Context: an optimization exercise on an open-source flow, tuned for small area. The choices shown serve that exercise and are no tape-out recipe.
In this exercise RTL edits were held to simulation tests only and were not proved equivalent to the original.
Power figures rest on the tool's default switching activity, not on a simulated workload.

== run 4 ==
==> module filter, before the edit <==
module filter (i_clk, i_rst_n, i_data, o_data);
	input i_clk, i_rst_n;
	input  signed [17:0] i_data;
	output reg signed [17:0] o_data;
	reg [3:0] cnt;           
	reg started;             
	reg [197:0] ring;        
	reg [9:0] lo;            
	reg [10:0] hi;            
	reg cy;                  
	reg z;                   
	wire ins = (cnt == 4'd15);
	wire keep = ~ins & started;
	wire [17:0] r10 = ring[197:180];
	wire [17:0] rd0 = ring[35:18];
	wire [17:0] rd1 = ring[107:90];
	wire [17:0] rd2 = ring[161:144];
	reg [2:0] sel_d;
	reg neg_d, sh_d;
	always @(*) begin
		sel_d = 3'd0; neg_d = 1'b0; sh_d = 1'b0;
		case (cnt + 4'd1)
			4'd15: begin sel_d[2] = 1'b1; end
			4'd0: begin sel_d[2] = 1'b1; end
			4'd1: begin sel_d[0] = 1'b1; neg_d = 1'b1; end
			4'd2: begin sel_d[2] = 1'b1; end
			4'd3: begin sel_d[0] = 1'b1; sh_d = 1'b1; end
			4'd4: begin sel_d[0] = 1'b1; end
			4'd5: begin sel_d[1] = 1'b1; neg_d = 1'b1; end
			4'd6: begin sel_d[0] = 1'b1; neg_d = 1'b1; sh_d = 1'b1; end
			4'd7: begin sel_d[2] = 1'b1; neg_d = 1'b1; sh_d = 1'b1; end
			4'd8: begin sel_d[1] = 1'b1; end
			4'd9: begin sel_d[2] = 1'b1; neg_d = 1'b1; end
			4'd10: begin sel_d[2] = 1'b1; end
			4'd11: begin sel_d[1] = 1'b1; neg_d = 1'b1; end
			4'd12: begin sel_d[2] = 1'b1; neg_d = 1'b1; end
			4'd13: begin sel_d[1] = 1'b1; sh_d = 1'b1; end
			default: ;
		endcase
	end
	reg [2:0] sel;
	reg neg, sh;
	always @(posedge i_clk) begin
		sel <= sel_d; neg <= neg_d; sh <= sh_d;
	end
	wire [17:0] word = ({18{sel[0]}} & rd0) | ({18{sel[1]}} & rd1) | ({18{sel[2]}} & rd2);
	wire [17:0] tw = word ^ {18{neg}};    
	wire ld = ins;
	wire hs = ~ins & sh;
	wire hp = ~ins & ~sh;
	wire [9:0] lo_b = ({10{hs}} & {hi[0] ^ cy, lo[9:1]}) | ({10{hp}} & lo) | {5'd0, ld, 4'd0};
	wire [10:0] hi_b = ({11{hs}} & {hi[10], hi[10:1]}) | ({11{hp}} & hi);
	wire hi_ci = (hs & hi[0] & cy) | (hp & cy);
	wire [9:0] lo_t = tw[9:0];
	wire [10:0] hi_t = {{3{tw[17]}}, tw[17:10]};
	wire [10:0] la_c;
	wire [9:0] la_s;
	assign la_c[0] = neg;
	genvar la_i;
	generate for (la_i = 0; la_i < 10; la_i = la_i + 1) begin : la_g
		assign la_s[la_i] = lo_b[la_i] ^ lo_t[la_i] ^ la_c[la_i];
		assign la_c[la_i + 1] = (lo_b[la_i] & lo_t[la_i]) | (la_c[la_i] & (lo_b[la_i] ^ lo_t[la_i]));
	end endgenerate
	wire [11:0] ha_c;
	wire [10:0] ha_s;
	assign ha_c[0] = hi_ci;
	genvar ha_i;
	generate for (ha_i = 0; ha_i < 11; ha_i = ha_i + 1) begin : ha_g
		assign ha_s[ha_i] = hi_b[ha_i] ^ hi_t[ha_i] ^ ha_c[ha_i];
		assign ha_c[ha_i + 1] = (hi_b[ha_i] & hi_t[ha_i]) | (ha_c[ha_i] & (hi_b[ha_i] ^ hi_t[ha_i]));
	end endgenerate
	wire [20:0] acc = {hi, lo};
	wire ovf = ~((acc[20] == acc[19]) && (acc[20] == acc[18]));
	wire tie = z & ~acc[0];
	wire en = ins & started;
	wire en_v = en & ~ovf;
	wire en_p = en & ovf & ~acc[20];    
	wire en_n = en & ovf & acc[20];     
	wire [17:0] val = {acc[18:2], acc[1] & ~tie};
	wire [17:0] o_nx = ({18{en_v}} & val) | {en_n, {17{en_p}}} | ({18{~en}} & o_data);
	always @(posedge i_clk, negedge i_rst_n)
		if (!i_rst_n) begin
			cnt <= 4'd0;
			started <= 1'b0;
			o_data <= 18'd0;
		end else begin
			cnt <= cnt + 4'd1;
			started <= started | ins;
			o_data <= o_nx;
		end
	always @(posedge i_clk) begin
		ring <= {ring[179:0], ({18{ins}} & i_data) | ({18{keep}} & r10)};
		lo <= la_s;
		cy <= la_c[10];
		hi <= ha_s;
		z <= ld | (z & ~(hs & lo[0]));
	end
endmodule
==> flow/config.mk <==
export PLATFORM = sky130hd
export DESIGN_NAME = filter
export DESIGN_NICKNAME = filter
export VERILOG_FILES = /design/flow/design.v
export SDC_FILE = /design/flow/constraint.sdc
export NUM_CORES = 4
export LEC_CHECK = 0
export CAP_MARGIN = 20
export CORE_MARGIN = 2
export CORE_UTILIZATION = 40
export CTS_CLUSTER_DIAMETER = 60
export CTS_CLUSTER_SIZE = 30
export SLEW_MARGIN = 20
==> flow/constraint.sdc <==
create_clock -name core_clock -period 6.0 [get_ports {i_clk}]
set_input_delay 1.2000 -clock core_clock [delete_from_list [all_inputs] [get_ports {i_clk}]]
set_output_delay 1.2000 -clock core_clock [all_outputs]
set_load 0.01 [all_outputs]
standard.sh (not shown) runs the stock make flow with config.mk's settings and CLKGATE_MAP_FILE= SYNTH_SCRIPT=/design/flow/synth_recipe.tcl, a recipe that flattens the netlist after the stock synthesis.
==> flow/flow/run.sh <==
#!/bin/bash
# Own layout flow: the standard flow (standard synthesis unchanged), with
#  - the smallest buffer (buf_1) on the ports instead of the default choice,
#  - clock tree of clkbuf_8 with sink clusters sized for this design, without dummy loads,
#  - power recovery (downsizing of cells off the critical paths) after global
#    routing.
# The make output goes to standard.log in this folder; ORFS's own per-step
# logs are under orfs/logs.
set -euo pipefail
bash standard.sh \
  "BUFFER_PORTS_ARGS=-buffer_cell sky130_fd_sc_hd__buf_1" \
  "CTS_ARGS=-sink_clustering_enable -repair_clock_nets -dont_use_dummy_load -buf_list sky130_fd_sc_hd__clkbuf_8 -sink_clustering_size 20 -sink_clustering_max_diameter 60" \
  "RECOVER_POWER=100" \
  finish > standard.log 2>&1
Run 4 has completed all stages; timing, DRC and antenna checks passed.
Input changes introduced in run 3 (baseline for comparison: run 4):
--- a/flow/design.v
+++ b/flow/design.v
@@ -18,11 +18,11 @@
 	wire [17:0] rd2 = ring[161:144];
 	reg [2:0] sel_d;
 	reg neg_d, sh_d;
 	always @(*) begin
 		sel_d = 3'd0; neg_d = 1'b0; sh_d = 1'b0;
-		case (cnt + 4'd1)
+		case (cnt)
 			4'd15: begin sel_d[2] = 1'b1; end
 			4'd0: begin sel_d[2] = 1'b1; end
 			4'd1: begin sel_d[0] = 1'b1; neg_d = 1'b1; end
 			4'd2: begin sel_d[2] = 1'b1; end
 			4'd3: begin sel_d[0] = 1'b1; sh_d = 1'b1; end
@@ -37,15 +37,13 @@
 			4'd12: begin sel_d[2] = 1'b1; neg_d = 1'b1; end
 			4'd13: begin sel_d[1] = 1'b1; sh_d = 1'b1; end
 			default: ;
 		endcase
 	end
-	reg [2:0] sel;
-	reg neg, sh;
-	always @(posedge i_clk) begin
-		sel <= sel_d; neg <= neg_d; sh <= sh_d;
-	end
+	wire [2:0] sel = sel_d;
+	wire neg = neg_d;
+	wire sh = sh_d;
 	wire [17:0] word = ({18{sel[0]}} & rd0) | ({18{sel[1]}} & rd1) | ({18{sel[2]}} & rd2);
 	wire [17:0] tw = word ^ {18{neg}};    
 	wire ld = ins;
 	wire hs = ~ins & sh;
 	wire hp = ~ins & ~sh;
--- outcome ---
Cell type of the slowest stage on the worst timing path = fa_1: run 4; cell type of the slowest stage on the worst timing path = dfrtp_2: run 3. | post-route fraction of the period consumed by the critical path | higher: run 3 |. In run 3 the total number of tap cells turned out 2.2% lower than in run 4. Run 3 and run 4 ended up with roughly the same switching part of the total. Max-slew headroom at the worst pin: run 3 vs run 4 up 20 points. When the final numbers for run 3 and run 4 were put side by side, the sequential cell count turned out to be greater in run 4. The power after layout reported for run 3 is smaller than that of run 4 by about 2%. For run 3 and run 4, there was not a single run that failed to finish clean. Compared with run 4, in run 3 area growth from synthesis to layout picked up an extra 0.84 points; minimum clock period has increased; count of cell instances traversed by the critical path now sits higher.

-- separate check: timing with driven ports --
Ports are ideal in the flow. The routed layouts listed here were re-timed in OpenROAD. Step 1 (the two cells are an assumption about what drives the block):
set clk [get_ports {i_clk}]
set_driving_cell -lib_cell sky130_fd_sc_hd__clkbuf_16 $clk
set_driving_cell -lib_cell sky130_fd_sc_hd__buf_2 [delete_from_list [all_inputs] $clk]
Step 2 moves the port delays by t, midway between the first and last clock arrival at a register: inputs arrive t later, outputs are due t later. That takes back most of the time a late clock gives input paths. Slacks: no drivers / after step 1 / after step 2; pairs: no drivers / after step 1.
run	t, ns	setup WS [ns]	hold slack, ns	worst setup path after step 2	worst slew at a driven data input, ns
run 4	0.522	0.254 / 0.254 / 0.254	0.299 / 0.299 / 0.299	register to register	0.04
run 3	0.510	0.191 / 0.191 / 0.191	0.321 / 0.321 / 0.321	register to register	0.04
After both steps every run listed still meets setup and hold.
